This is an optimization exercise on Yosys and OpenROAD, whose aim is small area, a short achievable clock period and few clock cycles, not a production implementation.
Function was checked by simulation only, so behaviour that the tests miss may differ from the original.

== rev 12 ==
==> flow/design.v <==
module JAM (
input CLK,
input RST,
output reg [2:0] W,
output reg [2:0] J,
input [6:0] Cost,
output reg [3:0] MatchCount,
output reg [9:0] MinCost,
output reg Valid );
localparam P_COL = 3'd0, P_ROW = 3'd1, P_INS = 3'd2, P_INIT = 3'd3, P_DFS = 3'd4, P_DONE = 3'd5, P_INIT2 = 3'd6;
reg [2:0]  phase;
reg [6:0]  colm [0:7];    
reg [2:0]  lid  [0:7];    
reg [6:0]  lrm  [0:7];    
reg [2:0]  lam  [0:7];    
reg [2:0]  lkey [0:7];    
reg [6:0]  crm;
reg [2:0]  cam;
reg [2:0]  ckey;
reg [7:0]  Lh;            
reg [9:0]  LB0;           
reg [9:0]  LB [1:6];      
reg [2:0]  job [0:6];     
reg [7:0]  U;             
reg        adv;           
reg [11:0] G;             
reg [6:0]  cmJ;           
integer k;
wire [6:0] cm  = colm[J];
wire [6:0] d2  = Cost - cm;
wire [6:0] nc  = (W == 3'd0 || Cost < cm) ? Cost : cm;
wire       lt2 = (J == 3'd0 || d2 < crm);
wire       eq2 = (d2 == crm);
wire [2:0] ins_id = W - 3'd1;
reg  [7:0] gt;
always @(*) begin
    for (k = 0; k < 8; k = k + 1)
        gt[k] = (k >= ins_id) || (lkey[k] > ckey);
end
wire do_ins = (phase == P_ROW && J == 3'd0 && W != 3'd0) || (phase == P_INS);
wire [7:0] Lup = {Lh[6:0], 1'b0};      
wire [7:0] Ldn = {1'b0, Lh[7:1]};      
reg  [6:0] rm1;                        
reg  [2:0] na, ca, pa, pj, wup, wdn;   
reg  [9:0] LBm;                        
reg  [6:0] rmm, rmc;                   
always @(*) begin
    rm1 = 7'd0; na = 3'd0; ca = 3'd0; pa = 3'd0; pj = 3'd0; wup = 3'd0; wdn = 3'd0; LBm = 10'd0; rmm = 7'd0; rmc = 7'd0;
    for (k = 0; k < 8; k = k + 1) begin
        rm1 = rm1 | ({7{Lup[k]}} & lrm[k]);
        na  = na  | ({3{Lup[k]}} & lam[k]);
        wup = wup | ({3{Lup[k]}} & lid[k]);
        ca  = ca  | ({3{Lh[k]}}  & lam[k]);
        pa  = pa  | ({3{Ldn[k]}} & lam[k]);
        wdn = wdn | ({3{Ldn[k]}} & lid[k]);
    end
    for (k = 0; k < 7; k = k + 1)
        pj = pj | ({3{Ldn[k]}} & job[k]);
    LBm = {10{Ldn[0]}} & LB0;
    for (k = 1; k < 7; k = k + 1)
        LBm = LBm | ({10{Ldn[k]}} & LB[k]);
    for (k = 0; k < 8; k = k + 1) begin
        rmm = rmm | ({7{Ldn[k]}} & lrm[k]);
        rmc = rmc | ({7{Lh[k]}} & lrm[k]);
    end
end
wire [11:0] thr = G + {5'd0, cmJ};
wire thr_neg = thr[11];
wire thr_big = |thr[10:7];
function [1:0] cmp7;
    input [6:0] a, b;
    reg [7:0] l, e;
    reg [3:0] l1, e1;
    reg [1:0] l2, e2;
    integer i;
    begin
        l = {1'b0, ~a & b};
        e = {1'b1, ~(a ^ b)};
        for (i = 0; i < 4; i = i + 1) begin
            l1[i] = l[2*i+1] | (e[2*i+1] & l[2*i]);
            e1[i] = e[2*i+1] & e[2*i];
        end
        for (i = 0; i < 2; i = i + 1) begin
            l2[i] = l1[2*i+1] | (e1[2*i+1] & l1[2*i]);
            e2[i] = e1[2*i+1] & e1[2*i];
        end
        cmp7 = {l2[1] | (e2[1] & l2[0]), e2[1] & e2[0]};
    end
endfunction
wire [1:0] c7 = cmp7(Cost, thr[6:0]);
wire ok   = !adv && !thr_neg && (thr_big || c7[1] || c7[0]);
wire less = !thr_neg && (thr_big || c7[1]);
wire leaf = Lh[7];
wire push = ok && !leaf;
wire better = leaf && ok && less;
wire [7:0] candN  = ~U & ~(8'd1 << ca) & ((J == ca) ? 8'hff : (8'hfe << J));
reg  [2:0] nxt; reg has_nxt;
always @(*) begin
    has_nxt = 1'b0; nxt = 3'd0;
    for (k = 7; k >= 0; k = k - 1)
        if (candN[k]) begin has_nxt = 1'b1; nxt = k; end
end
wire [7:0] freeP = ~(U | (8'd1 << J));
reg  [2:0] first;
always @(*) begin
    first = 3'd0;
    for (k = 7; k >= 0; k = k - 1)
        if (freeP[k]) first = k;
    if (freeP[na]) first = na;
end
wire [7:0] Up    = U & ~(8'd1 << pj);
wire [7:0] candP = ~Up & ~(8'd1 << pa) & ((pj == pa) ? 8'hff : (8'hfe << pj));
reg  [2:0] pnxt; reg has_pnxt;
always @(*) begin
    has_pnxt = 1'b0; pnxt = 3'd0;
    for (k = 7; k >= 0; k = k - 1)
        if (candP[k]) begin has_pnxt = 1'b1; pnxt = k; end
end
function [23:0] csa;    
    input [11:0] x, y, z;
    begin
        csa[11:0]  = x ^ y ^ z;
        csa[23:12] = {(x[10:0] & y[10:0]) | (x[10:0] & z[10:0]) | (y[10:0] & z[10:0]), 1'b0};
    end
endfunction
wire [11:0] e_cm   = {5'd0, cmJ};
wire [11:0] e_rm1  = {5'd0, rm1};
wire [11:0] n_cost = ~{5'd0, Cost};
wire [23:0] gp1 = csa(G, e_cm, e_rm1);
wire [23:0] gp2 = csa(gp1[11:0], gp1[23:12], n_cost);
wire [11:0] g_push = gp2[11:0] + gp2[23:12] + 12'd1;
wire [23:0] lc1 = csa({2'd0, MinCost}, ~G, ~e_cm);
wire [23:0] lc2 = csa(lc1[11:0], lc1[23:12], {5'd0, Cost});
wire [11:0] leafsum = lc2[11:0] + lc2[23:12] + 12'd2;
wire [9:0]  leafcost = leafsum[9:0];
wire [23:0] gb1     = csa({2'd0, MinCost}, ~{2'd0, LBm}, {5'd0, rmm});
wire [11:0] g_pop   = gb1[11:0] + gb1[23:12] + 12'd1;
reg  [9:0] LBc;
always @(*) begin
    LBc = {10{Lh[0]}} & LB0;
    for (k = 1; k < 7; k = k + 1)
        LBc = LBc | ({10{Lh[k]}} & LB[k]);
end
wire [23:0] ga1     = csa({2'd0, MinCost}, ~{2'd0, LBc}, {5'd0, rmc});
wire [11:0] g_adv   = ga1[11:0] + ga1[23:12] + 12'd1;
always @(posedge CLK) begin
    if (phase == P_COL) colm[J] <= nc;
    if (phase == P_ROW) begin
        if (lt2) begin
            crm <= d2;
            cam <= J;
            ckey <= 3'd0;
        end else if (eq2) begin
            cam <= J;
            ckey <= ckey + 3'd1;
        end
    end
    if (do_ins) begin
        for (k = 0; k < 8; k = k + 1)
            if (gt[k]) begin
                if (k > 0 && gt[k - 1]) begin
                    lid[k]  <= lid[k - 1];
                    lrm[k]  <= lrm[k - 1];
                    lam[k]  <= lam[k - 1];
                    lkey[k] <= lkey[k - 1];
                end else begin
                    lid[k]  <= ins_id;
                    lrm[k]  <= crm;
                    lam[k]  <= cam;
                    lkey[k] <= ckey;
                end
            end
    end
    if (phase == P_DFS) begin
        for (k = 0; k < 7; k = k + 1)
            if (Lh[k]) job[k] <= J;
        for (k = 1; k < 7; k = k + 1)
            if (Lup[k]) LB[k] <= leafcost;
    end
end
reg [2:0]  phase_n, W_n, J_n;
reg        Valid_n, adv_n;
reg [7:0]  Lh_n, U_n;
reg [11:0] G_n;
reg [6:0]  cmJ_n;
reg [9:0]  LB0_n;
reg [9:0]  MinCost_n;
reg [3:0]  MatchCount_n;
always @(*) begin
    phase_n = phase; W_n = W; J_n = J; Valid_n = Valid;
    Lh_n = Lh; U_n = U; adv_n = adv; G_n = G; cmJ_n = cmJ; LB0_n = LB0;
    MinCost_n = MinCost; MatchCount_n = MatchCount;
    case (phase)
    P_COL: begin
        {J_n, W_n} = {J, W} + 6'd1;
        if (W == 3'd7 && J == 3'd7) phase_n = P_ROW;
    end
    P_ROW: begin
        if (W == 3'd0) LB0_n = ((J == 3'd0) ? 10'd0 : LB0) + {3'd0, cm};
        else if (J == 3'd0) LB0_n = LB0 + {3'd0, crm};
        {W_n, J_n} = {W, J} + 6'd1;
        if (W == 3'd7 && J == 3'd7) phase_n = P_INS;
    end
    P_INS: begin
        LB0_n = LB0 + {3'd0, crm};
        phase_n = P_INIT;
    end
    P_INIT: begin
        G_n = 12'd1023 - {2'd0, LB0} + {5'd0, lrm[0]};
        W_n = lid[0];
        J_n = lam[0];
        Lh_n = 8'd1;
        U_n = 8'd0;
        adv_n = 1'b0;
        MinCost_n = 10'd1023;
        MatchCount_n = 4'd0;
        phase_n = P_INIT2;
    end
    P_INIT2: begin
        cmJ_n = cm;
        phase_n = P_DFS;
    end
    P_DFS: begin
        adv_n = 1'b0;
        if (better) begin
            MinCost_n = leafcost;
            MatchCount_n = 4'd1;
        end else if (leaf && ok)
            MatchCount_n = MatchCount + 4'd1;
        if (push) begin
            U_n = U | (8'd1 << J);
            Lh_n = Lup;
            W_n = wup;
            J_n = first;
            G_n = g_push;
            cmJ_n = colm[first];
        end else if (has_nxt && !leaf) begin
            J_n = nxt;
            cmJ_n = colm[nxt];
            if (adv) G_n = g_adv;
        end else if (Lh[0]) begin
            phase_n = P_DONE;
            Valid_n = 1'b1;
        end else begin
            Lh_n = Ldn;
            W_n = wdn;
            U_n = Up;
            J_n = (has_pnxt && !better) ? pnxt : pj;
            adv_n = !has_pnxt || better;
            G_n = g_pop;
            cmJ_n = colm[pnxt];
        end
    end
    default: ;
    endcase
end
always @(posedge CLK or posedge RST) begin
    if (RST) begin
        phase <= P_COL;
        W <= 3'd0;
        J <= 3'd0;
        Valid <= 1'b0;
    end else begin
        phase <= phase_n;
        W <= W_n;
        J <= J_n;
        Valid <= Valid_n;
    end
end
always @(posedge CLK) begin
    Lh <= Lh_n;
    U <= U_n;
    adv <= adv_n;
    G <= G_n;
    cmJ <= cmJ_n;
    LB0 <= LB0_n;
    MinCost <= MinCost_n;
    MatchCount <= MatchCount_n;
end
endmodule
Settings: LEC_CHECK=0, CAP_MARGIN=20, CORE_MARGIN=2, CORE_UTILIZATION=40, SETUP_SLACK_MARGIN=3.5, SLEW_MARGIN=20; clock period 8.0 ns.
run.sh (not shown) runs the stock make flow with config.mk's settings and CLKGATE_MAP_FILE= SYNTH_SCRIPT=/design/flow/synth_recipe.tcl, a recipe that flattens the netlist after the stock synthesis.
Testbench counts of rev 12, summed over its fixed seeds: cycles 5,308.
Relative to rev 12, the following input files were edited for rev 13:
-- flow/design.v --
<<< rev 12, line 20
reg [7:0]  Lh;            
reg [9:0]  LB0;           
reg [9:0]  LB [1:6];      
reg [2:0]  job [0:6];     
reg [7:0]  U;             
>>> rev 13, line 20
reg [7:0]  Lh;            
reg [9:0]  LB0;           
reg [6:0]  dcol [0:6];    
reg [2:0]  job [0:6];     
reg [7:0]  U;             
<<< rev 12, line 43
reg  [6:0] rm1;                        
reg  [2:0] na, ca, pa, pj, wup, wdn;   
reg  [9:0] LBm;                        
reg  [6:0] rmm, rmc;                   
always @(*) begin
    rm1 = 7'd0; na = 3'd0; ca = 3'd0; pa = 3'd0; pj = 3'd0; wup = 3'd0; wdn = 3'd0; LBm = 10'd0; rmm = 7'd0; rmc = 7'd0;
    for (k = 0; k < 8; k = k + 1) begin
        rm1 = rm1 | ({7{Lup[k]}} & lrm[k]);
>>> rev 13, line 43
reg  [6:0] rm1;                        
reg  [2:0] na, ca, pa, pj, wup, wdn;   
reg  [6:0] dm, rmc;                    
always @(*) begin
    rm1 = 7'd0; na = 3'd0; ca = 3'd0; pa = 3'd0; pj = 3'd0; wup = 3'd0; wdn = 3'd0; dm = 7'd0; rmc = 7'd0;
    for (k = 0; k < 8; k = k + 1) begin
        rm1 = rm1 | ({7{Lup[k]}} & lrm[k]);
<<< rev 12, line 57
    for (k = 0; k < 7; k = k + 1)
        pj = pj | ({3{Ldn[k]}} & job[k]);
    LBm = {10{Ldn[0]}} & LB0;
    for (k = 1; k < 7; k = k + 1)
        LBm = LBm | ({10{Ldn[k]}} & LB[k]);
    for (k = 0; k < 8; k = k + 1) begin
        rmm = rmm | ({7{Ldn[k]}} & lrm[k]);
        rmc = rmc | ({7{Lh[k]}} & lrm[k]);
    end
end
wire [11:0] thr = G + {5'd0, cmJ};
>>> rev 13, line 56
    for (k = 0; k < 7; k = k + 1)
        pj = pj | ({3{Ldn[k]}} & job[k]);
    for (k = 0; k < 7; k = k + 1)
        dm = dm | ({7{Ldn[k]}} & dcol[k]);
    for (k = 0; k < 8; k = k + 1)
        rmc = rmc | ({7{Lh[k]}} & lrm[k]);
end
wire [11:0] thr = G + {5'd0, cmJ};
<<< rev 12, line 134
wire [11:0] leafsum = lc2[11:0] + lc2[23:12] + 12'd2;
wire [9:0]  leafcost = leafsum[9:0];
wire [23:0] gb1     = csa({2'd0, MinCost}, ~{2'd0, LBm}, {5'd0, rmm});
wire [11:0] g_pop   = gb1[11:0] + gb1[23:12] + 12'd1;
reg  [9:0] LBc;
always @(*) begin
    LBc = {10{Lh[0]}} & LB0;
    for (k = 1; k < 7; k = k + 1)
        LBc = LBc | ({10{Lh[k]}} & LB[k]);
end
wire [23:0] ga1     = csa({2'd0, MinCost}, ~{2'd0, LBc}, {5'd0, rmc});
wire [11:0] g_adv   = ga1[11:0] + ga1[23:12] + 12'd1;
always @(posedge CLK) begin
    if (phase == P_COL) colm[J] <= nc;
>>> rev 13, line 130
wire [11:0] leafsum = lc2[11:0] + lc2[23:12] + 12'd2;
wire [9:0]  leafcost = leafsum[9:0];
wire [23:0] gb1     = csa(G, ~{5'd0, rmc}, {5'd0, dm});
wire [11:0] g_pop   = gb1[11:0] + gb1[23:12] + 12'd1;
wire [23:0] gq1     = csa({5'd0, dm}, ~{5'd0, rmc}, ~e_cm);
wire [23:0] gq2     = csa(gq1[11:0], gq1[23:12], {5'd0, Cost});
wire [11:0] g_popb  = gq2[11:0] + gq2[23:12] + 12'd2;
wire [6:0]  dnow    = Cost - cmJ;
always @(posedge CLK) begin
    if (phase == P_COL) colm[J] <= nc;
<<< rev 12, line 175
        for (k = 0; k < 7; k = k + 1)
            if (Lh[k]) job[k] <= J;
        for (k = 1; k < 7; k = k + 1)
            if (Lup[k]) LB[k] <= leafcost;
    end
end
>>> rev 13, line 167
        for (k = 0; k < 7; k = k + 1)
            if (Lh[k]) job[k] <= J;
        for (k = 0; k < 7; k = k + 1)
            if (Lh[k]) dcol[k] <= dnow;
    end
end
<<< rev 12, line 238
            J_n = nxt;
            cmJ_n = colm[nxt];
            if (adv) G_n = g_adv;
        end else if (Lh[0]) begin
            phase_n = P_DONE;
>>> rev 13, line 230
            J_n = nxt;
            cmJ_n = colm[nxt];
        end else if (Lh[0]) begin
            phase_n = P_DONE;
<<< rev 12, line 246
            W_n = wdn;
            U_n = Up;
            J_n = (has_pnxt && !better) ? pnxt : pj;
            adv_n = !has_pnxt || better;
            G_n = g_pop;
            cmJ_n = colm[pnxt];
        end
>>> rev 13, line 237
            W_n = wdn;
            U_n = Up;
            J_n = has_pnxt ? pnxt : pj;
            adv_n = !has_pnxt;
            G_n = better ? g_popb : g_pop;
            cmJ_n = colm[pnxt];
        end
[summary]
Summary of rev 13 over rev 12: count of clock-buffer cells in the layout fell 6; final clock period utilization by the worst path increased by 1.0 points relative to the old numbers.
| minimum clock period after layout | rev 13 vs rev 12 | 82 ps higher |
Compared to rev 12, rev 13 shows a narrower setup margin.
Rev 12 reports its highest routing layer actually used as met4 while rev 13 reports met5.
When the final numbers for rev 12 and rev 13 were put side by side, the ratio of cells with drive above 1 in the final layout turned out to be greater in rev 13.
On rev 13: multiplexer share of the synthesized area is 0.22 points higher than what rev 12 gave.
Re clock tree buffer depth: no difference whatsoever between rev 12 and rev 13.
Relative to rev 12, fraction of the yosys area taken by sequential cells has gone up in rev 13.
Testbench counts of rev 13, summed over its fixed seeds: cycles 5,268.

## port drivers added, routing unchanged
How much do the figures lean on ideal ports? The routed layouts below were timed once more, with nothing changed but the port constraints.
Step 1 assumes that a clkbuf_16 drives the clock port and a buf_2 every other input.
Step 2 times the ports against the registers' clock, not the clock port: input delays grow and output delays shrink by t, the midpoint of the rising clock arrivals with the driver on.
a / b / c = ideal ports / drivers / drivers and shift; a / b = the first two.
| run | t (ns) | setup WS [ns] | worst register clock-pin slew, ns | worst slew at a driven data input, ns | pins driven straight from the clock port |
|---|---|---|---|---|---|
| rev 12 | 0.639 | 3.527 / 3.527 / 2.969 | 0.07 / 0.07 | 0.03 | 1 |
| rev 13 | 0.617 | 3.445 / 3.445 / 3.057 | 0.07 / 0.07 | 0.03 | 1 |
After both steps setup and hold are still met in every run listed. For rev 12, which loses most, drivers alone change the setup slack by 0.000 ns; drivers and shift together by -0.558 ns.
